Background: an optimization exercise with open tools, aiming at small area. Do not read the settings as production practice. Function was not checked in any run shown here: the RTL went through the layout flow alone.

--- flow/flow/run.sh ---
#!/bin/bash
# The standard layout (standard synthesis included), except that the port
# buffers use the smallest buffer cell and clock tree synthesis adds no dummy
# loads. ORFS keeps each step's log under orfs/logs/; the make output goes to
# standard.log.
set -euo pipefail
export BUFFER_PORTS_ARGS="-buffer_cell sky130_fd_sc_hd__buf_1"
export CTS_ARGS="-sink_clustering_enable -repair_clock_nets -dont_use_dummy_load -buf_list sky130_fd_sc_hd__clkbuf_16 -sink_clustering_size 32 -sink_clustering_max_diameter 70"
bash standard.sh > standard.log 2>&1
--- flow/standard.sh ---
#!/bin/bash
# synth_recipe.tcl (not shown) runs the flow's synth.tcl, then flattens the netlist and writes it again
# the make line also repeats each setting of config.mk as NAME=value (left out here)
make -C /OpenROAD-flow-scripts/flow DESIGN_CONFIG=/design/flow/config.mk WORK_HOME=/design/flow/orfs CLKGATE_MAP_FILE= SYNTH_SCRIPT=/design/flow/synth_recipe.tcl "${@:-finish}"
--- flow/config.mk ---
export PLATFORM = sky130hd
export DESIGN_NAME = Cordic
export DESIGN_NICKNAME = Cordic
export VERILOG_FILES = /design/flow/design.v
export SDC_FILE = /design/flow/constraint.sdc
export NUM_CORES = 4
export LEC_CHECK = 0
export CAP_MARGIN = 20
export CORE_MARGIN = 2
export CORE_UTILIZATION = 70
export CTS_BUF_LIST = sky130_fd_sc_hd__clkbuf_16
export CTS_CLUSTER_DIAMETER = 70
export CTS_CLUSTER_SIZE = 32
export PLACE_DENSITY = 0.75
export SLEW_MARGIN = 20
export SYNTH_HIERARCHICAL = 1
--- flow/constraint.sdc ---
create_clock -name core_clock -period 7.0 [get_ports {clk}]
set_input_delay 1.4000 -clock core_clock [delete_from_list [all_inputs] [get_ports {clk}]]
set_output_delay 1.4000 -clock core_clock [all_outputs]
set_load 0.01 [all_outputs]
--- flow/design.v ---
module cordic_fa(input a, input b, input c, output s, output co);
   assign s = a ^ b ^ c;
   assign co = (a & b) | (a & c) | (b & c);
endmodule
module cordic_ha(input a, input b, output s, output co);
   assign s = a ^ b;
   assign co = a & b;
endmodule
module cordic_rca #(parameter N = 16) (input [N-1:0] a, input [N-1:0] b, input ci, output [N-1:0] s);
   wire [N:0] c;
   assign c[0] = ci;
   genvar k;
   generate for (k = 0; k < N; k = k + 1) begin : gb
      cordic_fa u (.a(a[k]), .b(b[k]), .c(c[k]), .s(s[k]), .co(c[k+1]));
   end endgenerate
endmodule
module cordic_zstep #(parameter N = 14, parameter [15:0] A = 16'h0, parameter L = 0)
                     (input [N-1:0] z, input neg, output [N-1:0] zn);
   localparam [15:0] NA = ~A + 16'd1;
   wire [N:0] c;
   genvar k;
   generate
      if (L > 0) begin : lo
         assign zn[L-1:0] = z[L-1:0];
      end
      assign zn[L] = ~z[L];
      assign c[L+1] = z[L];
      for (k = L + 1; k < N; k = k + 1) begin : gb
         if (A[k] == 1'b0 && NA[k] == 1'b0) begin : h0
            cordic_ha u (.a(z[k]), .b(c[k]), .s(zn[k]), .co(c[k+1]));
         end else if (A[k] == 1'b1 && NA[k] == 1'b1) begin : h1
            cordic_fa u (.a(z[k]), .b(1'b1), .c(c[k]), .s(zn[k]), .co(c[k+1]));
         end else if (A[k] == 1'b1) begin : fp
            cordic_fa u (.a(z[k]), .b(neg), .c(c[k]), .s(zn[k]), .co(c[k+1]));
         end else begin : fn
            cordic_fa u (.a(z[k]), .b(~neg), .c(c[k]), .s(zn[k]), .co(c[k+1]));
         end
      end
   endgenerate
endmodule
module cordic_zsign #(parameter N = 11, parameter [15:0] P = 16'h0, parameter [15:0] M = 16'h0)
                     (input [N-1:0] z, input neg, output s);
   reg c;
   reg b;
   integer k;
   always @* begin
      c = 1'b0;
      for (k = 0; k < N - 1; k = k + 1) begin
         if (P[k] == M[k]) b = P[k];
         else b = P[k] ? neg : ~neg;
         c = (z[k] & b) | (z[k] & c) | (b & c);
      end
      if (P[N-1] == M[N-1]) b = P[N-1];
      else b = P[N-1] ? neg : ~neg;
   end
   assign s = z[N-1] ^ b ^ c;
endmodule
module cordic_maj(input a, input b, input c, output y);
   assign y = (a & b) | (a & c) | (b & c);
endmodule
module cordic_scale(input [15:0] v, output [15:0] o);
   wire [15:0] u = {~v[15], v[14:0]};
   wire [15:0] w = {v[15], ~v[14:0]};
   wire s1, c2; cordic_fa f2 (.a(u[0]), .b(u[2]), .c(w[5]), .s(s1), .co(c2));
   wire s3, c4; cordic_fa f4 (.a(u[1]), .b(u[3]), .c(w[6]), .s(s3), .co(c4));
   wire s5, c6; cordic_fa f6 (.a(u[2]), .b(u[4]), .c(w[7]), .s(s5), .co(c6));
   wire s7, c8; cordic_ha h8 (.a(u[10]), .b(u[12]), .s(s7), .co(c8));
   wire s9, c10; cordic_fa f10 (.a(u[3]), .b(u[5]), .c(w[8]), .s(s9), .co(c10));
   wire s11, c12; cordic_ha h12 (.a(u[11]), .b(u[13]), .s(s11), .co(c12));
   wire s13, c14; cordic_fa f14 (.a(u[4]), .b(u[6]), .c(w[9]), .s(s13), .co(c14));
   wire s15, c16; cordic_fa f16 (.a(w[0]), .b(u[3]), .c(u[5]), .s(s15), .co(c16));
   wire s17, c18; cordic_fa f18 (.a(w[1]), .b(u[4]), .c(u[6]), .s(s17), .co(c18));
   wire s19, c20; cordic_fa f20 (.a(w[2]), .b(u[5]), .c(u[7]), .s(s19), .co(c20));
   wire s21, c22; cordic_fa f22 (.a(u[0]), .b(w[3]), .c(u[6]), .s(s21), .co(c22));
   wire s23, c24; cordic_ha h24 (.a(u[8]), .b(u[9]), .s(s23), .co(c24));
   wire s25, c26; cordic_fa f26 (.a(u[1]), .b(w[4]), .c(u[7]), .s(s25), .co(c26));
   wire s27, c28; cordic_fa f28 (.a(u[9]), .b(u[10]), .c(w[12]), .s(s27), .co(c28));
   wire s29, c30; cordic_fa f30 (.a(u[8]), .b(u[10]), .c(u[11]), .s(s29), .co(c30));
   wire s31, c32; cordic_fa f32 (.a(w[13]), .b(s1), .c(1'b1), .s(s31), .co(c32));
   wire s33, c34; cordic_fa f34 (.a(u[9]), .b(u[11]), .c(u[12]), .s(s33), .co(c34));
   wire s35, c36; cordic_fa f36 (.a(w[14]), .b(s3), .c(c2), .s(s35), .co(c36));
   wire s37, c38; cordic_fa f38 (.a(u[13]), .b(w[15]), .c(1'b1), .s(s37), .co(c38));
   wire s39, c40; cordic_fa f40 (.a(s5), .b(s7), .c(c4), .s(s39), .co(c40));
   wire s41, c42; cordic_fa f42 (.a(u[14]), .b(s9), .c(1'b1), .s(s41), .co(c42));
   wire s43, c44; cordic_fa f44 (.a(s11), .b(c6), .c(c8), .s(s43), .co(c44));
   wire s45, c46; cordic_fa f46 (.a(u[12]), .b(u[14]), .c(u[15]), .s(s45), .co(c46));
   wire s47, c48; cordic_fa f48 (.a(s13), .b(c10), .c(c12), .s(s47), .co(c48));
   wire s49, c50; cordic_fa f50 (.a(u[5]), .b(u[7]), .c(w[10]), .s(s49), .co(c50));
   wire s51, c52; cordic_fa f52 (.a(u[13]), .b(u[15]), .c(c14), .s(s51), .co(c52));
   wire s53, c54; cordic_fa f54 (.a(u[6]), .b(u[8]), .c(w[11]), .s(s53), .co(c54));
   wire s55; assign s55 = ~u[14];
   wire s57, c58; cordic_fa f58 (.a(u[7]), .b(u[9]), .c(w[12]), .s(s57), .co(c58));
   wire s59, c60; cordic_ha h60 (.a(u[8]), .b(u[10]), .s(s59), .co(c60));
   wire s61, c62; cordic_ha h62 (.a(u[9]), .b(u[11]), .s(s61), .co(c62));
   wire s63, c64; cordic_ha h64 (.a(u[0]), .b(u[2]), .s(s63), .co(c64));
   wire s65, c66; cordic_fa f66 (.a(u[1]), .b(u[3]), .c(u[4]), .s(s65), .co(c66));
   wire s67, c68; cordic_fa f68 (.a(u[2]), .b(u[4]), .c(u[5]), .s(s67), .co(c68));
   wire s69, c70; cordic_fa f70 (.a(u[6]), .b(w[8]), .c(1'b1), .s(s69), .co(c70));
   wire s71, c72; cordic_fa f72 (.a(u[7]), .b(w[9]), .c(s17), .s(s71), .co(c72));
   wire s73, c74; cordic_fa f74 (.a(u[8]), .b(w[10]), .c(s19), .s(s73), .co(c74));
   wire s75, c76; cordic_fa f76 (.a(w[11]), .b(s21), .c(s23), .s(s75), .co(c76));
   wire s77, c78; cordic_fa f78 (.a(s25), .b(s27), .c(c22), .s(s77), .co(c78));
   wire s79, c80; cordic_fa f80 (.a(s29), .b(s31), .c(c26), .s(s79), .co(c80));
   wire s81, c82; cordic_fa f82 (.a(s33), .b(s35), .c(c30), .s(s81), .co(c82));
   wire s83, c84; cordic_fa f84 (.a(s37), .b(s39), .c(c34), .s(s83), .co(c84));
   wire s85, c86; cordic_fa f86 (.a(s41), .b(s43), .c(c38), .s(s85), .co(c86));
   wire s87, c88; cordic_fa f88 (.a(s45), .b(s47), .c(c42), .s(s87), .co(c88));
   wire s89, c90; cordic_fa f90 (.a(s49), .b(s51), .c(c46), .s(s89), .co(c90));
   wire s91, c92; cordic_fa f92 (.a(s53), .b(s55), .c(c50), .s(s91), .co(c92));
   wire s93, c94; cordic_fa f94 (.a(u[15]), .b(s57), .c(c54), .s(s93), .co(c94));
   wire s95, c96; cordic_fa f96 (.a(w[13]), .b(s59), .c(1'b1), .s(s95), .co(c96));
   wire s97, c98; cordic_fa f98 (.a(w[14]), .b(s61), .c(1'b1), .s(s97), .co(c98));
   wire s99, c100; cordic_fa f100 (.a(u[10]), .b(u[12]), .c(w[15]), .s(s99), .co(c100));
   wire s101, c102; cordic_ha h102 (.a(u[11]), .b(u[13]), .s(s101), .co(c102));
   wire s103, c104; cordic_ha h104 (.a(u[12]), .b(u[14]), .s(s103), .co(c104));
   wire s105, c106; cordic_ha h106 (.a(u[0]), .b(u[1]), .s(s105), .co(c106));
   wire s107, c108; cordic_fa f108 (.a(u[1]), .b(u[2]), .c(w[4]), .s(s107), .co(c108));
   wire s109, c110; cordic_fa f110 (.a(u[3]), .b(w[5]), .c(s63), .s(s109), .co(c110));
   wire s111, c112; cordic_fa f112 (.a(w[6]), .b(s65), .c(c64), .s(s111), .co(c112));
   wire s113, c114; cordic_fa f114 (.a(w[7]), .b(s67), .c(c66), .s(s113), .co(c114));
   wire s115, c116; cordic_fa f116 (.a(s15), .b(s69), .c(c68), .s(s115), .co(c116));
   wire s117, c118; cordic_fa f118 (.a(c16), .b(s71), .c(c70), .s(s117), .co(c118));
   wire s119, c120; cordic_fa f120 (.a(c18), .b(s73), .c(c72), .s(s119), .co(c120));
   wire s121, c122; cordic_fa f122 (.a(c20), .b(s75), .c(c74), .s(s121), .co(c122));
   wire s123, c124; cordic_fa f124 (.a(c24), .b(s77), .c(c76), .s(s123), .co(c124));
   wire s125, c126; cordic_fa f126 (.a(c28), .b(s79), .c(c78), .s(s125), .co(c126));
   wire s127, c128; cordic_fa f128 (.a(c32), .b(s81), .c(c80), .s(s127), .co(c128));
   wire s129, c130; cordic_fa f130 (.a(c36), .b(s83), .c(c82), .s(s129), .co(c130));
   wire s131, c132; cordic_fa f132 (.a(c40), .b(s85), .c(c84), .s(s131), .co(c132));
   wire s133, c134; cordic_fa f134 (.a(c44), .b(s87), .c(c86), .s(s133), .co(c134));
   wire s135, c136; cordic_fa f136 (.a(c48), .b(s89), .c(c88), .s(s135), .co(c136));
   wire s137, c138; cordic_fa f138 (.a(c52), .b(s91), .c(c90), .s(s137), .co(c138));
   wire s139, c140; cordic_fa f140 (.a(u[14]), .b(s93), .c(c92), .s(s139), .co(c140));
   wire s141, c142; cordic_fa f142 (.a(c58), .b(s95), .c(c94), .s(s141), .co(c142));
   wire s143, c144; cordic_fa f144 (.a(c60), .b(s97), .c(c96), .s(s143), .co(c144));
   wire s145, c146; cordic_fa f146 (.a(c62), .b(s99), .c(c98), .s(s145), .co(c146));
   wire s147, c148; cordic_fa f148 (.a(s101), .b(c100), .c(1'b1), .s(s147), .co(c148));
   wire s149, c150; cordic_fa f150 (.a(s103), .b(c102), .c(1'b1), .s(s149), .co(c150));
   wire s151, c152; cordic_fa f152 (.a(u[13]), .b(u[15]), .c(c104), .s(s151), .co(c152));
   wire s153; assign s153 = ~u[14];
   wire k155 = w[1] & w[0];
   wire k156; cordic_maj m156 (.a(u[0]), .b(w[2]), .c(k155), .y(k156));
   wire k157; cordic_maj m157 (.a(w[3]), .b(s105), .c(k156), .y(k157));
   wire k158; cordic_maj m158 (.a(s107), .b(c106), .c(k157), .y(k158));
   wire k159; cordic_maj m159 (.a(s109), .b(c108), .c(k158), .y(k159));
   wire k160; cordic_maj m160 (.a(s111), .b(c110), .c(k159), .y(k160));
   wire k161; cordic_maj m161 (.a(s113), .b(c112), .c(k160), .y(k161));
   wire k162; cordic_maj m162 (.a(s115), .b(c114), .c(k161), .y(k162));
   wire k163; cordic_maj m163 (.a(s117), .b(c116), .c(k162), .y(k163));
   wire k164; cordic_maj m164 (.a(s119), .b(c118), .c(k163), .y(k164));
   wire k165; cordic_maj m165 (.a(s121), .b(c120), .c(k164), .y(k165));
   wire k166; cordic_maj m166 (.a(s123), .b(c122), .c(k165), .y(k166));
   wire k167; cordic_maj m167 (.a(s125), .b(c124), .c(k166), .y(k167));
   wire t168, r169; cordic_ha g169 (.a(s127), .b(c126), .s(t168), .co(r169));
   wire t170, r171; cordic_fa g171 (.a(s129), .b(c128), .c(r169), .s(t170), .co(r171));
   wire t172, r173; cordic_fa g173 (.a(s131), .b(c130), .c(r171), .s(t172), .co(r173));
   wire t174, r175; cordic_fa g175 (.a(s133), .b(c132), .c(r173), .s(t174), .co(r175));
   wire t176, r177; cordic_fa g177 (.a(s135), .b(c134), .c(r175), .s(t176), .co(r177));
   wire t178, r179; cordic_fa g179 (.a(s137), .b(c136), .c(r177), .s(t178), .co(r179));
   wire t180, r181; cordic_fa g181 (.a(s139), .b(c138), .c(r179), .s(t180), .co(r181));
   wire t182, r183; cordic_fa g183 (.a(s141), .b(c140), .c(r181), .s(t182), .co(r183));
   wire t184, r185; cordic_fa g185 (.a(s127), .b(c126), .c(1'b1), .s(t184), .co(r185));
   wire t186, r187; cordic_fa g187 (.a(s129), .b(c128), .c(r185), .s(t186), .co(r187));
   wire t188, r189; cordic_fa g189 (.a(s131), .b(c130), .c(r187), .s(t188), .co(r189));
   wire t190, r191; cordic_fa g191 (.a(s133), .b(c132), .c(r189), .s(t190), .co(r191));
   wire t192, r193; cordic_fa g193 (.a(s135), .b(c134), .c(r191), .s(t192), .co(r193));
   wire t194, r195; cordic_fa g195 (.a(s137), .b(c136), .c(r193), .s(t194), .co(r195));
   wire t196, r197; cordic_fa g197 (.a(s139), .b(c138), .c(r195), .s(t196), .co(r197));
   wire t198, r199; cordic_fa g199 (.a(s141), .b(c140), .c(r197), .s(t198), .co(r199));
   wire q200 = k167 ? r199 : r183;
   wire t201, r202; cordic_ha g202 (.a(s143), .b(c142), .s(t201), .co(r202));
   wire t203, r204; cordic_fa g204 (.a(s145), .b(c144), .c(r202), .s(t203), .co(r204));
   wire t205, r206; cordic_fa g206 (.a(s147), .b(c146), .c(r204), .s(t205), .co(r206));
   wire t207, r208; cordic_fa g208 (.a(s149), .b(c148), .c(r206), .s(t207), .co(r208));
   wire t209, r210; cordic_fa g210 (.a(s151), .b(c150), .c(r208), .s(t209), .co(r210));
   wire t211, r212; cordic_fa g212 (.a(s153), .b(c152), .c(r210), .s(t211), .co(r212));
   wire t213, r214; cordic_fa g214 (.a(u[15]), .b(u[14]), .c(r212), .s(t213), .co(r214));
   wire t215, r216; cordic_fa g216 (.a(1'b1), .b(1'b0), .c(r214), .s(t215), .co(r216));
   wire t217, r218; cordic_fa g218 (.a(s143), .b(c142), .c(1'b1), .s(t217), .co(r218));
   wire t219, r220; cordic_fa g220 (.a(s145), .b(c144), .c(r218), .s(t219), .co(r220));
   wire t221, r222; cordic_fa g222 (.a(s147), .b(c146), .c(r220), .s(t221), .co(r222));
   wire t223, r224; cordic_fa g224 (.a(s149), .b(c148), .c(r222), .s(t223), .co(r224));
   wire t225, r226; cordic_fa g226 (.a(s151), .b(c150), .c(r224), .s(t225), .co(r226));
   wire t227, r228; cordic_fa g228 (.a(s153), .b(c152), .c(r226), .s(t227), .co(r228));
   wire t229, r230; cordic_fa g230 (.a(u[15]), .b(u[14]), .c(r228), .s(t229), .co(r230));
   wire t231, r232; cordic_fa g232 (.a(1'b1), .b(1'b0), .c(r230), .s(t231), .co(r232));
   wire q233 = q200 ? r232 : r216;
   assign o = {(q200 ? t231 : t215), (q200 ? t229 : t213), (q200 ? t227 : t211), (q200 ? t225 : t209), (q200 ? t223 : t207), (q200 ? t221 : t205), (q200 ? t219 : t203), (q200 ? t217 : t201), (k167 ? t198 : t182), (k167 ? t196 : t180), (k167 ? t194 : t178), (k167 ? t192 : t176), (k167 ? t190 : t174), (k167 ? t188 : t172), (k167 ? t186 : t170), (k167 ? t184 : t168)};
endmodule
module Cordic(input clk, input signed [15:0] Xin, input signed [15:0] Yin, input [15:0] angle,
              output reg signed [15:0] Xout, output reg signed [15:0] Yout);
   wire [13:0] z1 = {~angle[13], angle[12:0]};      
   wire [13:0] z2n;                                  
   cordic_zstep #(14, 16'h12e4, 2) zs1 (.z(z1), .neg(z1[13]), .zn(z2n));
   reg [15:0] x0, y0;
   reg [1:0]  q0;
   reg        d1;
   reg [13:0] z2;
   always @(posedge clk) begin
      x0 <= Xin; y0 <= Yin; q0 <= angle[15:14]; d1 <= z1[13]; z2 <= z2n;
   end
   wire [15:0] low1;                                 
   assign low1[0] = 1'b0;
   genvar k;
   generate for (k = 1; k < 16; k = k + 1) begin : gl
      assign low1[k] = low1[k-1] | y0[k-1];
   end endgenerate
   wire mx  = q0[1] ^ q0[0];     
   wire my  = ~q0[1];            
   wire mxy = q0[1];             
   wire myy = q0[1] ^ q0[0];     
   wire [15:0] x1n, y1n;
   cordic_rca #(16) addx1 (.a(x0 ^ {16{mx}}),  .b(y0 ^ ({16{my}} & low1)), .ci(mx),  .s(x1n));
   cordic_rca #(16) addy1 (.a(x0 ^ {16{mxy}}), .b(y0 ^ ({16{myy}} & low1)), .ci(mxy), .s(y1n));
   wire [12:0] z3n;                                  
   cordic_zstep #(13, 16'h09fb, 0) zs2 (.z(z2[12:0]), .neg(z2[13]), .zn(z3n));
   reg [15:0] x1, y1;
   reg [2:1]  d1r;
   reg [12:0] z3;
   always @(posedge clk) begin
      x1 <= x1n; y1 <= y1n; d1r <= {z2[13], d1}; z3 <= z3n;
   end
   wire [15:0] x2n, y2n;
   cordic_rca #(16) ax1 (.a(x1), .b({{1{y1[15]}}, y1[15:1]} ^ {16{~d1r[1]}}), .ci(~d1r[1]), .s(x2n));
   cordic_rca #(16) ay1 (.a(y1), .b({{1{x1[15]}}, x1[15:1]} ^ {16{d1r[1]}}),  .ci(d1r[1]),  .s(y2n));
   wire [11:0] z4n;                                  
   cordic_zstep #(12, 16'h0511, 0) zs3 (.z(z3[11:0]), .neg(z3[12]), .zn(z4n));
   reg [15:0] x2, y2; reg [3:2] d2r; reg [11:0] z4;
   always @(posedge clk) begin
      x2 <= x2n; y2 <= y2n; d2r <= {z3[12], d1r[2]}; z4 <= z4n;
   end
   wire [15:0] x3n, y3n;
   cordic_rca #(16) ax2 (.a(x2), .b({{2{y2[15]}}, y2[15:2]} ^ {16{~d2r[2]}}), .ci(~d2r[2]), .s(x3n));
   cordic_rca #(16) ay2 (.a(y2), .b({{2{x2[15]}}, x2[15:2]} ^ {16{d2r[2]}}),  .ci(d2r[2]),  .s(y3n));
   wire [10:0] z5n;                                  
   cordic_zstep #(11, 16'h028b, 0) zs4 (.z(z4[10:0]), .neg(z4[11]), .zn(z5n));
   reg [15:0] x3, y3; reg [4:3] d3r; reg [10:0] z5;
   always @(posedge clk) begin
      x3 <= x3n; y3 <= y3n; d3r <= {z4[11], d2r[3]}; z5 <= z5n;
   end
   wire [15:0] x4n, y4n;
   cordic_rca #(16) ax3 (.a(x3), .b({{3{y3[15]}}, y3[15:3]} ^ {16{~d3r[3]}}), .ci(~d3r[3]), .s(x4n));
   cordic_rca #(16) ay3 (.a(y3), .b({{3{x3[15]}}, x3[15:3]} ^ {16{d3r[3]}}),  .ci(d3r[3]),  .s(y4n));
   wire d6n, d7m, d7p;
   cordic_zsign #(11, 16'h0145, 16'hfebb) zg6 (.z(z5), .neg(z5[10]), .s(d6n));
   cordic_zsign #(11, 16'h00a3, 16'hfe19) zg7m (.z(z5), .neg(z5[10]), .s(d7m));   
   cordic_zsign #(11, 16'h01e7, 16'hff5d) zg7p (.z(z5), .neg(z5[10]), .s(d7p));   
   reg [15:0] x4, y4; reg [7:4] d4r;
   always @(posedge clk) begin
      x4 <= x4n; y4 <= y4n; d4r <= {d6n ? d7p : d7m, d6n, z5[10], d3r[4]};
   end
   wire [15:0] x5n, y5n;
   cordic_rca #(16) ax4 (.a(x4), .b({{4{y4[15]}}, y4[15:4]} ^ {16{~d4r[4]}}), .ci(~d4r[4]), .s(x5n));
   cordic_rca #(16) ay4 (.a(y4), .b({{4{x4[15]}}, x4[15:4]} ^ {16{d4r[4]}}),  .ci(d4r[4]),  .s(y5n));
   reg [15:0] x5, y5; reg [7:5] d5r;
   always @(posedge clk) begin
      x5 <= x5n; y5 <= y5n; d5r <= d4r[7:5];
   end
   wire [15:0] x6n, y6n;
   cordic_rca #(16) ax5 (.a(x5), .b({{5{y5[15]}}, y5[15:5]} ^ {16{~d5r[5]}}), .ci(~d5r[5]), .s(x6n));
   cordic_rca #(16) ay5 (.a(y5), .b({{5{x5[15]}}, x5[15:5]} ^ {16{d5r[5]}}),  .ci(d5r[5]),  .s(y6n));
   reg [15:0] x6, y6; reg [7:6] d6r;
   always @(posedge clk) begin
      x6 <= x6n; y6 <= y6n; d6r <= d5r[7:6];
   end
   wire [15:0] x7n, y7n;
   cordic_rca #(16) ax6 (.a(x6), .b({{6{y6[15]}}, y6[15:6]} ^ {16{~d6r[6]}}), .ci(~d6r[6]), .s(x7n));
   cordic_rca #(16) ay6 (.a(y6), .b({{6{x6[15]}}, x6[15:6]} ^ {16{d6r[6]}}),  .ci(d6r[6]),  .s(y7n));
   reg [15:0] x7, y7; reg d7r;
   always @(posedge clk) begin x7 <= x7n; y7 <= y7n; d7r <= d6r[7]; end
   wire [15:0] x8n, y8n;
   cordic_rca #(16) ax7 (.a(x7), .b({{7{y7[15]}}, y7[15:7]} ^ {16{~d7r}}), .ci(~d7r), .s(x8n));
   cordic_rca #(16) ay7 (.a(y7), .b({{7{x7[15]}}, x7[15:7]} ^ {16{d7r}}),  .ci(d7r),  .s(y8n));
   reg [15:0] x8, y8;
   always @(posedge clk) begin x8 <= x8n; y8 <= y8n; end
   wire [15:0] xs8, ys8;
   cordic_scale scx (.v(x8), .o(xs8));
   cordic_scale scy (.v(y8), .o(ys8));
   always @(posedge clk) begin
      Xout <= xs8;
      Yout <= ys8;
   end
endmodule
==> results.rst, run 1 <==
.. list-table::
   :header-rows: 1

   * - Metric
     - Value
   * - Outcome
     - timing/DRC/antenna clean
   * - # Max-Cap Violations
     - 0
   * - Drt pass-1 iters
     - 4
   * - Starting Density
     - 70.6%
   * - Setup Skew
     - roughly 0.061 ns
   * - Critical path cell sequence
     - buf_4 -> xnor2_1 -> fa_1 -> fa_1 -> fa_1 -> fa_1 -> fa_2 -> fa_2 -> fa_2 -> fa_2 -> fa_1 -> fa_2 -> fa_2 -> fa_1 -> fa_1 -> fa_1 -> fa_2 -> fa_1
   * - Total global-route track usage
     - between 20% and 30%
   * - Portion of synthesized cell area occupied by the leading cell type
     - 46.0%
   * - Wirelength per Cell
     - approximately 16 µm
   * - Area added between synthesis and finish
     - 9.49%
   * - Clock-pin transition on the worst setup and hold timing paths
     - roughly 0.09 ns
   * - Fin crit period
     - approximately 6.9 ns
   * - Signal arrival time at the worst endpoint
     - 7.31 ns
   * - Synth unique cells
     - 38
   * - Final Routed Wirelength
     - about 30000 µm
   * - Max-slew violation total from the final report
     - 0
   * - NumNets Final
     - about 2100
   * - Source-to-sink clock delay at the later pin of the worst-skew pair
     - 0.56 ns
   * - Most used flip-flop cell after synthesis
     - dfxtp_1
   * - Number of hold-slack violations in the final timing report
     - 0
   * - Clock tree buffer depth
     - 3
   * - Average footprint of a synthesized cell
     - around 16 µm²
   * - Initial antenna violation count
     - 0
   * - Yosys top cell by area
     - fa_1
   * - Maximum fanout count along the critical path
     - 4
   * - Number of nets with antenna violations after routing
     - 0
   * - Max Freq
     - 0.146 GHz
   * - Total global routing overflow
     - 0
   * - Class of the worst hold path
     - reg2reg
   * - Share of the clock period used by the worst path
     - roughly 98%
   * - Number of global-route vias before repair
     - 11300
   * - Synthesized instance count
     - about 1400
   * - Maximum single-stage delay on the critical path
     - 0.43 ns
   * - CTS tree
     - yes
   * - Number of vias per cell
     - around 5.1
   * - Die span in x
     - 179 µm
   * - Netlist area before placement
     - around 0.021 mm²
   * - Kind of cell adding the most delay to the critical path
     - adder cells
   * - CTS HTree Levels
     - 1
   * - Floorplan die height
     - roughly 180 µm
   * - Floorplan Core Area
     - just over 0.03 mm²
   * - Number of flops mapped to enable cells by yosys
     - 0
   * - Buffers and inverters on the worst path
     - 1
   * - Ys async rst share
     - 0%
   * - Clock root cell
     - clkbuf_16
   * - Most common cell in the netlist
     - fa_1
   * - Worst Setup Path Type
     - reg2reg
   * - Cell with the largest stage delay on the worst path
     - fa_1
   * - Final design area excluding fillers
     - ~0.023 mm²
   * - TritonCTS Buffers
     - 25
   * - Cells taking the most area after synthesis
     - fa_1 46%, dfxtp_1 36%, xor2_1 5.0%, xnor2_1 4.6%, mux2_2 1.7%
   * - Total via count in the routed design
     - 9695
   * - Post-CTS repair timing setup buffer count
     - 0
   * - Placement-stage cell area
     - 0.0226 mm²
   * - Most Frequent Cell on Critical Path
     - fa_1
   * - Share of post-route cells with drive strength above 1
     - 16.8%
   * - Data required, critical path
     - 7.44 ns
   * - Total die area
     - 0.0320 mm²
   * - Antenna diode count
     - 0
   * - Final number of setup-violating endpoints
     - 0
   * - Post-synth top cells
     - 492 x fa_1, 389 x dfxtp_1, 122 x xor2_1
   * - Row cnt
     - 64
   * - Actual transition at the worst max-transition pin
     - 1.00 ns
   * - CTS Hold Buffers Added
     - 0
   * - Cell Count, Final, Fillers Out
     - 1899
   * - Sequential area share after synthesis
     - a little over a third
   * - CP Capture Type
     - flop
   * - Gp weighted congestion
     - 0.840
   * - Buffers added on ports
     - 80
   * - Worst hold margin
     - 0.327 ns
   * - Iteration-0 DRC Markers
     - around 230
   * - Pin count of the biggest net entering global routing
     - 32
   * - Clock Sink Count
     - 389
   * - Cell count after placement
     - 1874
   * - I/O pin count
     - 81
   * - Synth Register Bits
     - 389
   * - Slew Limit Headroom
     - 32.6%
   * - Crit start category
     - flop
   * - HPWL reported at the end of detailed placement
     - approximately 26000 µm
   * - Global-route wire length before repair
     - 51300 µm
   * - Residual DRC count
     - 0
   * - Ys Warns
     - 10
[per-stage QoR]
step | setup slack [ns] | TNS (ns) | util [%]
floorplan | -0.0167 | -0.0167 | -
global placement | -0.120 | -0.345 | 74.3
detailed placement | -0.173 | -1.12 | 74.3
CTS | 0.00156 | 0 | 76.7
global route | -0.0311 | -0.0311 | 77.3
finish | 0.128 | 0 | 77.3
[worst reg2reg max path: cells and delay by family (launching register included)]
family / cells / cell delay (ns)
adders and majority gates: 16 / 6.09
DFF: 1 / 0.36
buffers and inverters: 1 / 0.14
xor gates and xnor gates: 1 / 0.14
[cell type report]
class,count,area (µm²)
sequential,389,7810
clock buffer,25,626
tap,396,495
multi-input combinational,908,13700
fill,1827,6900
timing repair buffer,129,672
inverter,52,195
[final timing paths]
kind | end | start | cells past startpoint | slack (ns)
min reg2reg | d4r[4]$_DFF_P_ | d3r[4]$_DFF_P_ | 0 | 0.33
min | d4r[4]$_DFF_P_ | d3r[4]$_DFF_P_ | 0 | 0.33
max reg2reg | x8[15]$_DFF_P_ | d7r$_DFF_P_ | 18 | 0.13
max | x8[15]$_DFF_P_ | d7r$_DFF_P_ | 18 | 0.13
[layout by cell type (no fill, tap or decap), drive strengths merged, types with 25 or more instances in the layout]
master / synthesis / layout
xor2: 122 / 122
clkbuf: 13 / 25
mux2: 33 / 33
xnor2: 112 / 112
inv: 52 / 52
conb: 4 / 28
dfxtp: 389 / 389
fa: 492 / 492
buf: 19 / 129
[routing by layer]
metal	global-route usage [%]	vias up	part of all wire, %
li1	-	4401	-
met1	21.2	5110	34
met2	43.0	123	60
met3	2.12	61	2.2
met4	6.50	0	3.2
met5	0	-	0
[Yosys stat by module, one instance, submodules excluded, a selection]
module	cell area, µm²	flip-flops and latches	cells inside
cordic_scale	285	0	37
cordic_fa	20.0	0	1
Cordic	10200	389	704
cordic_maj	11.3	0	1
cordic_ha	12.5	0	1
[kinds of logic (layout without fill, tap and decap cells)]
kind of cell,after synthesis,after routing,synth area share [%]
DFF,389,389,36.4
buffers and inverters,84,206,1.62
other,4,28,0.0701
AOI/OAI and AO/OA,29,29,0.864
xor gates and xnor gates,234,234,9.57
adders and majority gates,538,538,48.5
muxes,35,35,1.94
and+or+nand+nor,44,44,1.05
[what timing repair did]
| action | 4_1_cts | 5_1_grt |
|---|---|---|
| resized for setup | 42 | 63 |
| pin swaps | 0 | 0 |
| setup endpoints to repair | 16 | 16 |
==> inputs of run 2 (changes only) <==
==> flow/flow/run.sh (replaced) <==
#!/bin/bash
# The standard layout (standard synthesis included), except that the port
# buffers use the smallest buffer cell and clock tree synthesis adds no dummy
# loads. ORFS keeps each step's log under orfs/logs/; the make output goes to
# standard.log.
set -euo pipefail
export BUFFER_PORTS_ARGS="-buffer_cell sky130_fd_sc_hd__buf_1"
export CTS_ARGS="-sink_clustering_enable -repair_clock_nets -dont_use_dummy_load -buf_list sky130_fd_sc_hd__clkbuf_8 -sink_clustering_size 20 -sink_clustering_max_diameter 90"
bash standard.sh > standard.log 2>&1
==> results.rst, run 2 <==
.. list-table::
   :header-rows: 1

   * - Metric
     - Value
   * - I/O pin count
     - 81
   * - Share of the clock period used by the worst path
     - 97.8%
   * - Die span in x
     - 179 µm
   * - Cells taking the most area after synthesis
     - fa_1 46%, dfxtp_1 36%, xor2_1 5.0%, xnor2_1 4.6%, mux2_2 1.7%
   * - Multi-input gate area in the final layout
     - 0.0137 mm²
   * - Number of hold-slack violations in the final timing report
     - 0
   * - Number of stages on the worst hold path
     - 0
   * - Number of flops mapped to enable cells by yosys
     - 0
   * - Average footprint of a synthesized cell
     - 15.8 µm²
   * - Gp weighted congestion
     - 0.840
   * - Setup Skew
     - 0.0455 ns
   * - Signal arrival time at the worst endpoint
     - 7.29 ns
   * - Most used flip-flop cell after synthesis
     - dfxtp_1
   * - Accumulated negative setup slack
     - 0 ns
   * - Floorplan die height
     - 179 µm
   * - Slew Limit Headroom
     - about a third
   * - Starting Density
     - 70.6%
   * - CTS HTree Levels
     - 1
   * - Final Routed Wirelength
     - roughly 30000 µm
   * - Fin crit period
     - between 6 and 7 ns
   * - Critical path startpoint
     - d2r[2]$_DFF_P_
   * - Ys Warns
     - 10
   * - Cell with the largest stage delay on the worst path
     - fa_1
   * - CTS Hold Buffers Added
     - 0
   * - Xor/xnor cell area share of the yosys netlist
     - 9.57%
   * - Final number of setup-violating endpoints
     - 0
   * - Global-route wire length before repair
     - 50800 µm
   * - Buffers added on ports
     - 80
   * - Class of the worst hold path
     - reg2reg
   * - Post-synthesis compound-gate area fraction
     - 0.864%
   * - Top library cells by usage in the layout, fill and taps aside
     - 396 x fa_1, 378 x dfxtp_1, 121 x xor2_1
   * - HPWL reported at the end of detailed placement
     - 25700 µm
   * - Reg-to-reg endpoint
     - y3[15]$_DFF_P_
   * - Antenna diode count
     - 0
   * - Share of post-route cells with drive strength above 1
     - 16.4%
   * - Max-slew violation total from the final report
     - 0
   * - Pin count of the biggest net entering global routing
     - 29
   * - Wirelength per Cell
     - 15.7 µm
   * - Ys async rst share
     - 0%
   * - Outcome
     - timing/DRC/antenna clean
   * - Clock root cell
     - clkbuf_8
   * - Worst r2r path cells
     - 17
   * - Initial antenna violation count
     - 0
   * - TritonCTS Buffers
     - 23
   * - Data required, critical path
     - approximately 7.5 ns
   * - Total die area
     - 0.0320 mm²
   * - Netlist area before placement
     - 0.0214 mm²
   * - Total global-route track usage
     - 20.5%
   * - Number of vias per cell
     - 5.08
   * - Number of global-route vias before repair
     - 11200
   * - Simple-gate share of the synthesized area
     - 1.05%
   * - Adder-cell share of the synthesized area
     - about half
   * - Post-synth top cells
     - 492 x fa_1, 389 x dfxtp_1, 122 x xor2_1
   * - Synth unique cells
     - 38
   * - Launch point of the worst reg-to-reg path
     - d2r[2]$_DFF_P_
   * - Actual transition at the worst max-transition pin
     - 1.00 ns
   * - # Max-Cap Violations
     - 0
   * - Dominant combinational cell family by area after synthesis
     - adder cells
   * - Worst Setup Path Type
     - reg2reg
   * - Maximum single-stage delay on the critical path
     - between 0.4 and 0.5 ns
   * - Most common cell in the netlist
     - fa_1
   * - Crit start category
     - flop
   * - Area added between synthesis and finish
     - 8.00%
   * - Hold endpoint
     - d7r$_DFF_P_
   * - Min-delay src
     - d6r[7]$_DFF_P_
   * - Proportion of synthesized area in mux cells
     - between 1.5 and 2%
   * - Source-to-sink clock delay at the later pin of the worst-skew pair
     - between 0.5 and 0.6 ns
   * - Sequential area share after synthesis
     - 36.4%
   * - Worst reg2reg setup slack
     - 0.15 ns
   * - Residual DRC count
     - 0
   * - Clock Sink Count
     - a little under 400
   * - Clock tree buffer depth
     - 3
   * - Drt pass-1 iters
     - 4
   * - Critical path cell sequence
     - xor2_1 -> fa_1 -> fa_1 -> fa_1 -> fa_1 -> fa_2 -> fa_2 -> fa_2 -> fa_2 -> fa_1 -> fa_2 -> fa_1 -> fa_2 -> fa_1 -> fa_1 -> fa_1 -> fa_1
   * - Row cnt
     - 64
   * - Total global routing overflow
     - 0
   * - Clock-pin transition on the worst setup and hold timing paths
     - 0.11 ns
   * - Floorplan Core Area
     - 0.0303 mm²
   * - Reg area
     - 0.00781 mm²
   * - Total via count in the routed design
     - 9637
   * - CP Capture Type
     - flop
   * - Portion of synthesized cell area occupied by the leading cell type
     - a little under half
   * - Most Frequent Cell on Critical Path
     - fa_1
   * - Leading cell type in the layout, fill and taps excluded
     - fa_1
   * - Maximum fanout count along the critical path
     - 5
   * - Fill count
     - 1871
   * - Iteration-0 DRC Markers
     - 297
   * - Yosys top cell by area
     - fa_1
   * - Max Freq
     - 0.146 GHz
   * - CTS tree
     - yes
   * - Synthesized instance count
     - around 1400
   * - Number of nets with antenna violations after routing
     - 0
   * - NumNets Final
     - 2066
   * - Post-CTS repair timing setup buffer count
     - 0
   * - Synth Register Bits
     - 389
## run 2: cell counts after synthesis
Identical to the previous run, type by type.
## run 2: metal layers
layer	part of all wire, %	routed length (µm)	vias up	track usage (%)
met5	0	0	-	0
met4	3.4	1010	0	6.74
met3	2.3	694	62	2.23
met2	60	17900	120	42.5
met1	34	10300	5064	20.9
li1	-	-	4391	-
## run 2: repair_timing
| action | 4_1_cts | 5_1_grt |
|---|---|---|
| endpoints found under the setup margin | 16 | 16 |
| gates cloned | 0 | 0 |
| resized for setup | 41 | 60 |
| pin swaps | 0 | 0 |
## run 2: kinds of logic after synthesis
logic type	count (synthesis)
adders and majority gates	538
DFF	389
xor gates and xnor gates	234
buffers and inverters	84
and+or+nand+nor	44
muxes	35
AOI/OAI and AO/OA	29
other	4
## run 2: through the flow
stage	setup WS, ns	hold slack, ns	cells	area [µm²]	utilization (%)
finish	0.153	0.333	1897	23100	76.2
global route	-0.00681	0.338	1897	23100	76.2
CTS	0.00244	0.334	1897	23000	75.7
detailed placement	-0.173	0.313	1874	22600	74.3
global placement	-0.120	0.311	1874	22600	74.3
floorplan	-0.0167	0.310	1381	21700	-
## run 2: cell type report
type	count	area share [%]
multi-input combinational	908	59.0
sequential	389	33.8
timing repair buffer	129	2.89
tap	396	2.14
clock buffer	23	1.37
inverter	52	0.844
## run 2: worst max-delay path: cells and delay by family (launching register included)
family	cells	cell delay, ns
adder cells (fa/ha/maj)	16	6.14
XOR/XNOR	1	0.18
flip-flops	1	0.37
## run 2: worst max path at each step
stage                                 to  slack, ns  cells past startpoint
after detailed placement  x1[15]$_DFF_P_      -0.17                     18
after CTS                 x1[15]$_DFF_P_      0.002                     18
final                     y3[15]$_DFF_P_       0.15                     17
after global placement    x1[15]$_DFF_P_      -0.12                     18
after global routing      y3[15]$_DFF_P_     -0.007                     17
after floorplan           x4[15]$_DFF_P_      -0.02                     19
## run 2: modules after synthesis (local to each module, per instance), excerpt
module | cells | copies in the design
cordic_scale | 37 | 2
Cordic | 704 | 1
cordic_maj | 1 | 24
cordic_fa | 1 | 492
cordic_ha | 1 | 22
==> inputs of run 3 (changes only) <==
--- a/flow/design.v
+++ b/flow/design.v
@@ -175,17 +175,17 @@
    wire t209, r210; cordic_fa g210 (.a(s151), .b(c150), .c(r208), .s(t209), .co(r210));
    wire t211, r212; cordic_fa g212 (.a(s153), .b(c152), .c(r210), .s(t211), .co(r212));
    wire t213, r214; cordic_fa g214 (.a(u[15]), .b(u[14]), .c(r212), .s(t213), .co(r214));
-   wire t215, r216; cordic_fa g216 (.a(1'b1), .b(1'b0), .c(r214), .s(t215), .co(r216));
-   wire t217, r218; cordic_fa g218 (.a(s143), .b(c142), .c(1'b1), .s(t217), .co(r218));
-   wire t219, r220; cordic_fa g220 (.a(s145), .b(c144), .c(r218), .s(t219), .co(r220));
-   wire t221, r222; cordic_fa g222 (.a(s147), .b(c146), .c(r220), .s(t221), .co(r222));
-   wire t223, r224; cordic_fa g224 (.a(s149), .b(c148), .c(r222), .s(t223), .co(r224));
-   wire t225, r226; cordic_fa g226 (.a(s151), .b(c150), .c(r224), .s(t225), .co(r226));
-   wire t227, r228; cordic_fa g228 (.a(s153), .b(c152), .c(r226), .s(t227), .co(r228));
-   wire t229, r230; cordic_fa g230 (.a(u[15]), .b(u[14]), .c(r228), .s(t229), .co(r230));
-   wire t231, r232; cordic_fa g232 (.a(1'b1), .b(1'b0), .c(r230), .s(t231), .co(r232));
-   wire q233 = q200 ? r232 : r216;
-   assign o = {(q200 ? t231 : t215), (q200 ? t229 : t213), (q200 ? t227 : t211), (q200 ? t225 : t209), (q200 ? t223 : t207), (q200 ? t221 : t205), (q200 ? t219 : t203), (q200 ? t217 : t201), (k167 ? t198 : t182), (k167 ? t196 : t180), (k167 ? t194 : t178), (k167 ? t192 : t176), (k167 ? t190 : t174), (k167 ? t188 : t172), (k167 ? t186 : t170), (k167 ? t184 : t168)};
+   wire t215 = ~r214;
+   wire t216, r217; cordic_fa g217 (.a(s143), .b(c142), .c(1'b1), .s(t216), .co(r217));
+   wire t218, r219; cordic_fa g219 (.a(s145), .b(c144), .c(r217), .s(t218), .co(r219));
+   wire t220, r221; cordic_fa g221 (.a(s147), .b(c146), .c(r219), .s(t220), .co(r221));
+   wire t222, r223; cordic_fa g223 (.a(s149), .b(c148), .c(r221), .s(t222), .co(r223));
+   wire t224, r225; cordic_fa g225 (.a(s151), .b(c150), .c(r223), .s(t224), .co(r225));
+   wire t226, r227; cordic_fa g227 (.a(s153), .b(c152), .c(r225), .s(t226), .co(r227));
+   wire t228, r229; cordic_fa g229 (.a(u[15]), .b(u[14]), .c(r227), .s(t228), .co(r229));
+   wire t230 = ~r229;
+   wire q231 = q200 ? r229 : r214;
+   assign o = {(q200 ? t230 : t215), (q200 ? t228 : t213), (q200 ? t226 : t211), (q200 ? t224 : t209), (q200 ? t222 : t207), (q200 ? t220 : t205), (q200 ? t218 : t203), (q200 ? t216 : t201), (k167 ? t198 : t182), (k167 ? t196 : t180), (k167 ? t194 : t178), (k167 ? t192 : t176), (k167 ? t190 : t174), (k167 ? t188 : t172), (k167 ? t186 : t170), (k167 ? t184 : t168)};
 endmodule
 module Cordic(input clk, input signed [15:0] Xin, input signed [15:0] Yin, input [15:0] angle,
               output reg signed [15:0] Xout, output reg signed [15:0] Yout);
==> flow/flow/run.sh (replaced) <==
#!/bin/bash
# The standard layout (standard synthesis included), except that the port
# buffers use the smallest buffer cell and clock tree synthesis adds no dummy
# loads. ORFS keeps each step's log under orfs/logs/; the make output goes to
# standard.log.
set -euo pipefail
export BUFFER_PORTS_ARGS="-buffer_cell sky130_fd_sc_hd__buf_1"
export CTS_ARGS="-sink_clustering_enable -repair_clock_nets -dont_use_dummy_load -buf_list sky130_fd_sc_hd__clkbuf_8 -sink_clustering_size 18 -sink_clustering_max_diameter 80"
bash standard.sh > standard.log 2>&1
==> flow/config.mk (replaced) <==
export PLATFORM = sky130hd
export DESIGN_NAME = Cordic
export DESIGN_NICKNAME = Cordic
export VERILOG_FILES = /design/flow/design.v
export SDC_FILE = /design/flow/constraint.sdc
export NUM_CORES = 4
export LEC_CHECK = 0
export CAP_MARGIN = 5
export CORE_MARGIN = 2
export CORE_UTILIZATION = 70
export GPL_TIMING_DRIVEN = 0
export PLACE_DENSITY = 0.75
export SLEW_MARGIN = 5
export SYNTH_HIERARCHICAL = 1
==> results.rst, run 3 <==
.. list-table::
   :header-rows: 1

   * - Metric
     - Value
   * - Min-delay src
     - d6r[7]$_DFF_P_
   * - Average footprint of a synthesized cell
     - 15.8 µm²
   * - Fin crit period
     - 6.85 ns
   * - Sequential area share after synthesis
     - 36.5%
   * - Source-to-sink clock delay at the later pin of the worst-skew pair
     - slightly below 0.6 ns
   * - Number of global-route vias before repair
     - 11600
   * - Cell with the largest stage delay on the worst path
     - fa_1
   * - Share of the clock period used by the worst path
     - 97.9%
   * - CTS HTree Levels
     - 1
   * - Synth Register Bits
     - 389
   * - Maximum fanout count along the critical path
     - 10
   * - Yosys top cell by area
     - fa_1
   * - Final Routed Wirelength
     - 31800 µm
   * - Post-synth top cells
     - 488 x fa_1, 389 x dfxtp_1, 122 x xor2_1
   * - Kind of cell adding the most delay to the critical path
     - adder cells
   * - Fill count
     - 1725
   * - Hold endpoint
     - d7r$_DFF_P_
   * - Setup ws final
     - 0.150 ns
   * - Clock root cell
     - clkbuf_8
   * - Number of hold-slack violations in the final timing report
     - 0
   * - Crit start category
     - flop
   * - Portion of synthesized cell area occupied by the leading cell type
     - 45.8%
   * - Synthesized instance count
     - 1351
   * - NumNets Final
     - 2046
   * - Number of vias per cell
     - 5.15
   * - Row cnt
     - 63
   * - Residual DRC count
     - 0
   * - Leading cell type in the layout, fill and taps excluded
     - dfxtp_1
   * - Clock tree buffer depth
     - 3
   * - Class of the worst hold path
     - reg2reg
   * - Iteration-0 DRC Markers
     - 277
   * - Slew Limit Headroom
     - 21.7%
   * - Actual transition at the worst max-transition pin
     - around 1.2 ns
   * - Total global routing overflow
     - 0
   * - Most Frequent Cell on Critical Path
     - fa_2
   * - Most used flip-flop cell after synthesis
     - dfxtp_1
   * - Outcome
     - timing/DRC/antenna clean
   * - Number of stages on the worst hold path
     - 0
   * - HPWL reported at the end of detailed placement
     - 26300 µm
   * - Wirelength per Cell
     - 17.0 µm
   * - Setup Skew
     - 0.0361 ns
   * - I/O pin count
     - slightly above 80
   * - Launch point of the worst reg-to-reg path
     - d7r$_DFF_P_
   * - Gp weighted congestion
     - between 0.8 and 0.9
   * - Starting Density
     - a little under three quarters
   * - Global-route wire length before repair
     - ~54000 µm
   * - # Max-Cap Violations
     - 0
   * - Clock-pin transition on the worst setup and hold timing paths
     - around 0.11 ns
   * - TritonCTS Buffers
     - 26
   * - CTS Hold Buffers Added
     - 0
   * - Share of post-route cells with drive strength above 1
     - 20.9%
   * - Accumulated negative setup slack
     - 0 ns
   * - Buffers and inverters on the worst path
     - 2
   * - CP Capture Type
     - flop
   * - Final number of setup-violating endpoints
     - 0
   * - Netlist area before placement
     - 0.0213 mm²
   * - Multi-input gate area in the final layout
     - approximately 0.014 mm²
   * - Clock Sink Count
     - around 390
   * - Buffers added on ports
     - ~80
   * - Number of flops mapped to enable cells by yosys
     - 0
   * - Max Freq
     - 0.146 GHz
   * - Cells taking the most area after synthesis
     - fa_1 46%, dfxtp_1 37%, xor2_1 5.0%, xnor2_1 4.6%, mux2_2 1.6%
   * - Total global-route track usage
     - roughly 22%
   * - Most common cell in the netlist
     - fa_1
   * - Signal arrival time at the worst endpoint
     - ~7.3 ns
   * - Top library cells by usage in the layout, fill and taps aside
     - 377 x dfxtp_1, 321 x fa_1, 167 x fa_2
   * - Reg area
     - just under 0.008 mm²
   * - Worst Setup Path Type
     - reg2reg
   * - Drt pass-1 iters
     - 4
   * - Final design area excluding fillers
     - between 0.02 and 0.025 mm²
   * - CP Depth
     - 19
   * - Data required, critical path
     - 7.47 ns
   * - Worst r2r path cells
     - 19
   * - Max-slew violation total from the final report
     - 0
   * - Floorplan die height
     - 179 µm
   * - Synth unique cells
     - 39
   * - Pin count of the biggest net entering global routing
     - 19
   * - Placement-stage cell area
     - 0.0224 mm²
   * - Initial antenna violation count
     - 0
   * - Critical path cell sequence
     - clkbuf_8 -> buf_8 -> xnor2_1 -> fa_1 -> fa_2 -> fa_1 -> fa_2 -> fa_2 -> fa_1 -> fa_2 -> fa_2 -> fa_2 -> fa_2 -> fa_2 -> fa_2 -> fa_1 -> fa_1 -> fa_2 -> fa_1
   * - Post-placement worst setup slack
     - -0.505 ns
   * - Total die area
     - 0.0319 mm²
   * - Reg-to-reg endpoint
     - x8[15]$_DFF_P_
   * - Area added between synthesis and finish
     - 9.29%
   * - Die span in x
     - approximately 180 µm
   * - Worst hold margin
     - 0.328 ns
   * - Maximum single-stage delay on the critical path
     - 0.43 ns
   * - Ys Warns
     - 10
   * - CTS tree
     - yes
   * - Floorplan Core Area
     - 0.0298 mm²
   * - Antenna diode count
     - 0
   * - Number of nets with antenna violations after routing
     - 0
   * - Ys async rst share
     - 0%
   * - Worst reg2reg setup slack
     - ~0.15 ns
   * - Total via count in the routed design
     - 9657
-- run 3: worst register-to-register path, cell delays in order, from the launching register on --
cell	delay (ns)
dfxtp_2	0.34
clkbuf_8	0.14
buf_8	0.14
xnor2_1	0.15
fa_1	0.42
fa_2	0.35
fa_1	0.39
fa_2	0.36
fa_2	0.35
fa_1	0.39
fa_2	0.37
fa_2	0.37
fa_2	0.36
fa_2	0.35
fa_2	0.35
fa_2	0.35
fa_1	0.38
fa_1	0.40
fa_2	0.36
fa_1	0.43
-- run 3: cell families (layout without fill, tap and decap cells) --
group,after synthesis,after routing,synth area share (%)
adder cells (fa/ha/maj),534,534,48.4
buffers and inverters,84,200,1.63
XOR/XNOR,234,234,9.61
AND/OR/NAND/NOR,44,44,1.06
other,2,20,0.0352
multiplexers,35,35,1.94
AO/OA/AOI/OAI,29,29,0.868
flip-flops,389,389,36.5
-- run 3: worst max-delay path by stage --
stage | from | to | slack (ns)
4_1_cts | d6r[6]$_DFF_P_ | y7[15]$_DFF_P_ | 0.002
6_report | d7r$_DFF_P_ | x8[15]$_DFF_P_ | 0.15
3_5_place_dp | q0[1]$_DFF_P_ | y1[15]$_DFF_P_ | -0.50
3_3_place_gp | q0[1]$_DFF_P_ | y1[15]$_DFF_P_ | -0.47
5_1_grt | d2r[2]$_DFF_P_ | y3[15]$_DFF_P_ | -0.01
2_1_floorplan | d3r[3]$_DFF_P_ | x4[15]$_DFF_P_ | -0.02
-- run 3: layer usage --
metal | track usage [%] | vias up | part of all wire [%]
met2 | 46.1 | 129 | 61
met5 | 0 | - | 0
met3 | 2.45 | 59 | 2.5
met1 | 22.1 | 5086 | 33
li1 | - | 4383 | -
met4 | 6.61 | 0 | 3.1
-- run 3: layout make-up --
cell class,count,share of cell area (%)
buffer,32,1.61
timing repair buffer,90,1.64
inverter,52,0.837
tap,390,2.09
multi-input combinational,896,58.8
clock buffer,26,1.53
sequential,389,33.5
-- run 3: through the flow --
| step | util [%] | cells |
|---|---|---|
| 3_3_place_gp | 75.0 | 1837 |
| 4_1_cts | 77.6 | 1873 |
| 2_1_floorplan | - | 1369 |
| 3_5_place_dp | 75.0 | 1837 |
| 5_1_grt | 78.2 | 1875 |
| 6_report | 78.2 | 1875 |
-- run 3: what timing repair did --
action,4_1_cts,5_1_grt
endpoints found under the setup margin,25,30
pin swaps,1,0
endpoints found under the hold margin,0,0
resized for setup,122,66
buffers inserted,10,2
-- run 3: Yosys stat by module, one instance, submodules excluded, a selection --
module        area, µm²  cells  flops+latches  copies in the design
Cordic            10200    704            389                     1
cordic_fa          20.0      1              0                   488
cordic_ha          12.5      1              0                    22
cordic_maj         11.3      1              0                    24
cordic_scale        280     36              0                     2
==> inputs of run 4 (changes only) <==
--- a/flow/config.mk
+++ b/flow/config.mk
@@ -8,7 +8,6 @@
 export CAP_MARGIN = 5
 export CORE_MARGIN = 2
 export CORE_UTILIZATION = 70
-export GPL_TIMING_DRIVEN = 0
 export PLACE_DENSITY = 0.75
 export SLEW_MARGIN = 5
 export SYNTH_HIERARCHICAL = 1
==> results.rst, run 4 <==
.. list-table::
   :header-rows: 1

   * - Metric
     - Value
   * - Number of global-route vias before repair
     - 11300
   * - Fin crit period
     - 6.82 ns
   * - Area added between synthesis and finish
     - 7.95%
   * - Antenna diode count
     - 0
   * - Share of the clock period used by the worst path
     - 97.5%
   * - Starting Density
     - slightly above 70%
   * - Class of the worst hold path
     - reg2reg
   * - Floorplan Core Area
     - between 0.02 and 0.03 mm²
   * - CTS HTree Levels
     - 1
   * - Average footprint of a synthesized cell
     - 15.8 µm²
   * - Unrepaired setup endpoints after global routing
     - false
   * - CP Capture Type
     - flop
   * - Gp weighted congestion
     - between 0.8 and 0.9
   * - # Max-Cap Violations
     - 0
   * - Ys async rst share
     - 0%
   * - Total global-route track usage
     - 20.7%
   * - Maximum fanout count along the critical path
     - 3
   * - Residual DRC count
     - 0
   * - Post-synth top cells
     - 488 x fa_1, 389 x dfxtp_1, 122 x xor2_1
   * - Synth Register Bits
     - 389
   * - Crit start category
     - flop
   * - Total die area
     - between 0.03 and 0.04 mm²
   * - Total via count in the routed design
     - about 9600
   * - Max Freq
     - 0.147 GHz
   * - Cells taking the most area after synthesis
     - fa_1 46%, dfxtp_1 37%, xor2_1 5.0%, xnor2_1 4.6%, mux2_2 1.6%
   * - Synth unique cells
     - 39
   * - CTS tree
     - yes
   * - Netlist area before placement
     - 0.0213 mm²
   * - Die span in x
     - 179 µm
   * - Initial antenna violation count
     - 0
   * - Most Frequent Cell on Critical Path
     - fa_1
   * - Clock root cell
     - clkbuf_8
   * - Post-placement worst setup slack
     - -0.174 ns
   * - Xor/xnor cell area share of the yosys netlist
     - 9.61%
   * - Number of vias per cell
     - 5.10
   * - Portion of synthesized cell area occupied by the leading cell type
     - 45.8%
   * - Fill count
     - 1836
   * - Maximum single-stage delay on the critical path
     - ~0.42 ns
   * - Yosys top cell by area
     - fa_1
   * - Signal arrival time at the worst endpoint
     - 7.27 ns
   * - Number of hold-slack violations in the final timing report
     - 0
   * - Drt pass-1 iters
     - 6
   * - Simple-gate share of the synthesized area
     - 1.06%
   * - Iteration-0 DRC Markers
     - 208
   * - Outcome
     - timing/DRC/antenna clean
   * - Critical path cell sequence
     - xor2_1 -> fa_2 -> fa_1 -> fa_1 -> fa_1 -> fa_2 -> fa_1 -> fa_1 -> fa_2 -> fa_2 -> fa_1 -> fa_2 -> fa_1 -> fa_2 -> fa_2 -> fa_1 -> fa_1
   * - Post-synthesis compound-gate area fraction
     - 0.868%
   * - TritonCTS Buffers
     - 25
   * - Source-to-sink clock delay at the later pin of the worst-skew pair
     - 0.58 ns
   * - Cell with the largest stage delay on the worst path
     - fa_1
   * - Clock-pin transition on the worst setup and hold timing paths
     - 0.10 ns
   * - CTS Hold Buffers Added
     - 0
   * - Post-CTS repair timing setup buffer count
     - 0
   * - I/O pin count
     - 81
   * - Global-route wire length before repair
     - 51200 µm
   * - Worst hold margin
     - 0.332 ns
   * - Floorplan die height
     - 179 µm
   * - Pin count of the biggest net entering global routing
     - 29
   * - Buffers added on ports
     - 80
   * - Most used flip-flop cell after synthesis
     - dfxtp_1
   * - Worst Setup Path Type
     - reg2reg
   * - Final number of setup-violating endpoints
     - 0
   * - Total global routing overflow
     - 0
   * - Utilization after layout
     - 77.3%
   * - Synthesized instance count
     - 1351
   * - Setup ws final
     - between 0.15 and 0.2 ns
   * - Dominant combinational cell family by area after synthesis
     - adder cells
   * - Final Routed Wirelength
     - roughly 30000 µm
   * - Top library cells by usage in the layout, fill and taps aside
     - 391 x fa_1, 377 x dfxtp_1, 122 x xor2_1
   * - Clock tree buffer depth
     - 3
   * - Ys Warns
     - 10
   * - Slew Limit Headroom
     - 22.6%
   * - Setup Skew
     - 0.0273 ns
   * - Clock Sink Count
     - 389
   * - Row cnt
     - between 60 and 70
   * - Share of post-route cells with drive strength above 1
     - 16.4%
   * - HPWL reported at the end of detailed placement
     - 25600 µm
   * - Number of nets with antenna violations after routing
     - 0
   * - Wirelength per Cell
     - 15.8 µm
   * - Data required, critical path
     - 7.45 ns
   * - Max-slew violation total from the final report
     - 0
   * - Proportion of synthesized area in mux cells
     - 1.94%
   * - Leading cell type in the layout, fill and taps excluded
     - fa_1
   * - Sequential area share after synthesis
     - 36.5%
   * - NumNets Final
     - 2051
   * - Most common cell in the netlist
     - fa_1
   * - Number of flops mapped to enable cells by yosys
     - 0
   * - Adder-cell share of the synthesized area
     - 48.4%
   * - Actual transition at the worst max-transition pin
     - about 1.2 ns
[run 4: path summary, 6_finish.rpt]
path / start / to / slack [ns] / cells past startpoint
worst max register to register: q0[1]$_DFF_P_ / y1[15]$_DFF_P_ / 0.18 / 17
worst max-delay path: q0[1]$_DFF_P_ / y1[15]$_DFF_P_ / 0.18 / 17
worst min register to register: d5r[6]$_DFF_P_ / d6r[6]$_DFF_P_ / 0.33 / 0
worst min-delay path: d5r[6]$_DFF_P_ / d6r[6]$_DFF_P_ / 0.33 / 0
[run 4: cells by family (layout without fill, tap and decap cells)]
group / after synthesis / in the layout
fa+ha+maj: 534 / 534
flops: 389 / 389
xor+xnor: 234 / 234
buf+inv: 84 / 205
simple gates: 44 / 44
mux: 35 / 35
compound gates: 29 / 29
other cells: 2 / 20
[run 4: per-stage QoR]
step	std cells	setup TNS [ns]	instance area, µm²
2_1_floorplan	1369	-0.0167	21600
3_3_place_gp	1855	-0.322	22400
3_5_place_dp	1855	-0.931	22400
4_1_cts	1880	0	22900
5_1_grt	1880	0	23000
6_report	1880	0	23000
[run 4: final cells by class]
| class | instances | area, µm² | share of cell area (%) |
|---|---|---|---|
| clock buffer | 25 | 344 | 1.49 |
| inverter | 52 | 195 | 0.848 |
| multi-input combinational | 896 | 13500 | 58.7 |
| sequential | 389 | 7810 | 33.9 |
| tap | 390 | 488 | 2.12 |
| timing repair buffer | 128 | 664 | 2.89 |
[run 4: critical path: cells and delay by family (launching register included)]
kind       cells  cell delay (ns)
xor+xnor       1             0.19
fa+ha+maj     16             6.15
flops          1             0.37
[run 4: modules after synthesis, one instance, submodules excluded, excerpt]
| module | cells inside | area, µm² | flip-flops and latches |
|---|---|---|---|
| cordic_ha | 1 | 12.5 | 0 |
| Cordic | 704 | 10200 | 389 |
| cordic_scale | 36 | 280 | 0 |
| cordic_fa | 1 | 20.0 | 0 |
| cordic_maj | 1 | 11.3 | 0 |
[run 4: layer usage]
metal | track usage [%] | part of all wire, % | vias up
li1 | - | - | 4373
met4 | 6.06 | 3.1 | 0
met1 | 21.5 | 34 | 5038
met3 | 2.26 | 2.3 | 59
met5 | 0 | 0 | -
met2 | 42.9 | 60 | 113
[run 4: timing repair]
item / in CTS / in global routing
setup endpoints to repair: 16 / 16
pin swaps: 0 / 0
gates resized for setup: 37 / 67

-- re-timing with driven ports --
The results above use ideal ports. As a check the final layouts listed here were re-extracted and re-timed, cells and wires unchanged.
Step 1, drivers: a clkbuf_16 drives clk and a buf_2 each remaining input, both assumed.
Step 2 moves the port delays by t, midway between the first and last clock arrival at a register: inputs arrive t later, outputs are due t later. That takes back most of the time a late clock gives input paths.
Three values: ideal ports, drivers, drivers and shift; two values: the first two.
run	t, ns	slack for setup (ns)	worst slew at a driven data input, ns
run 1	0.586	0.128 / 0.128 / 0.128	0.03
run 2	0.620	0.153 / 0.153 / 0.153	0.03
run 3	0.610	0.150 / 0.150 / 0.150	0.03
run 4	0.616	0.177 / 0.177 / 0.177	0.03
After both steps every run listed still meets setup and hold.
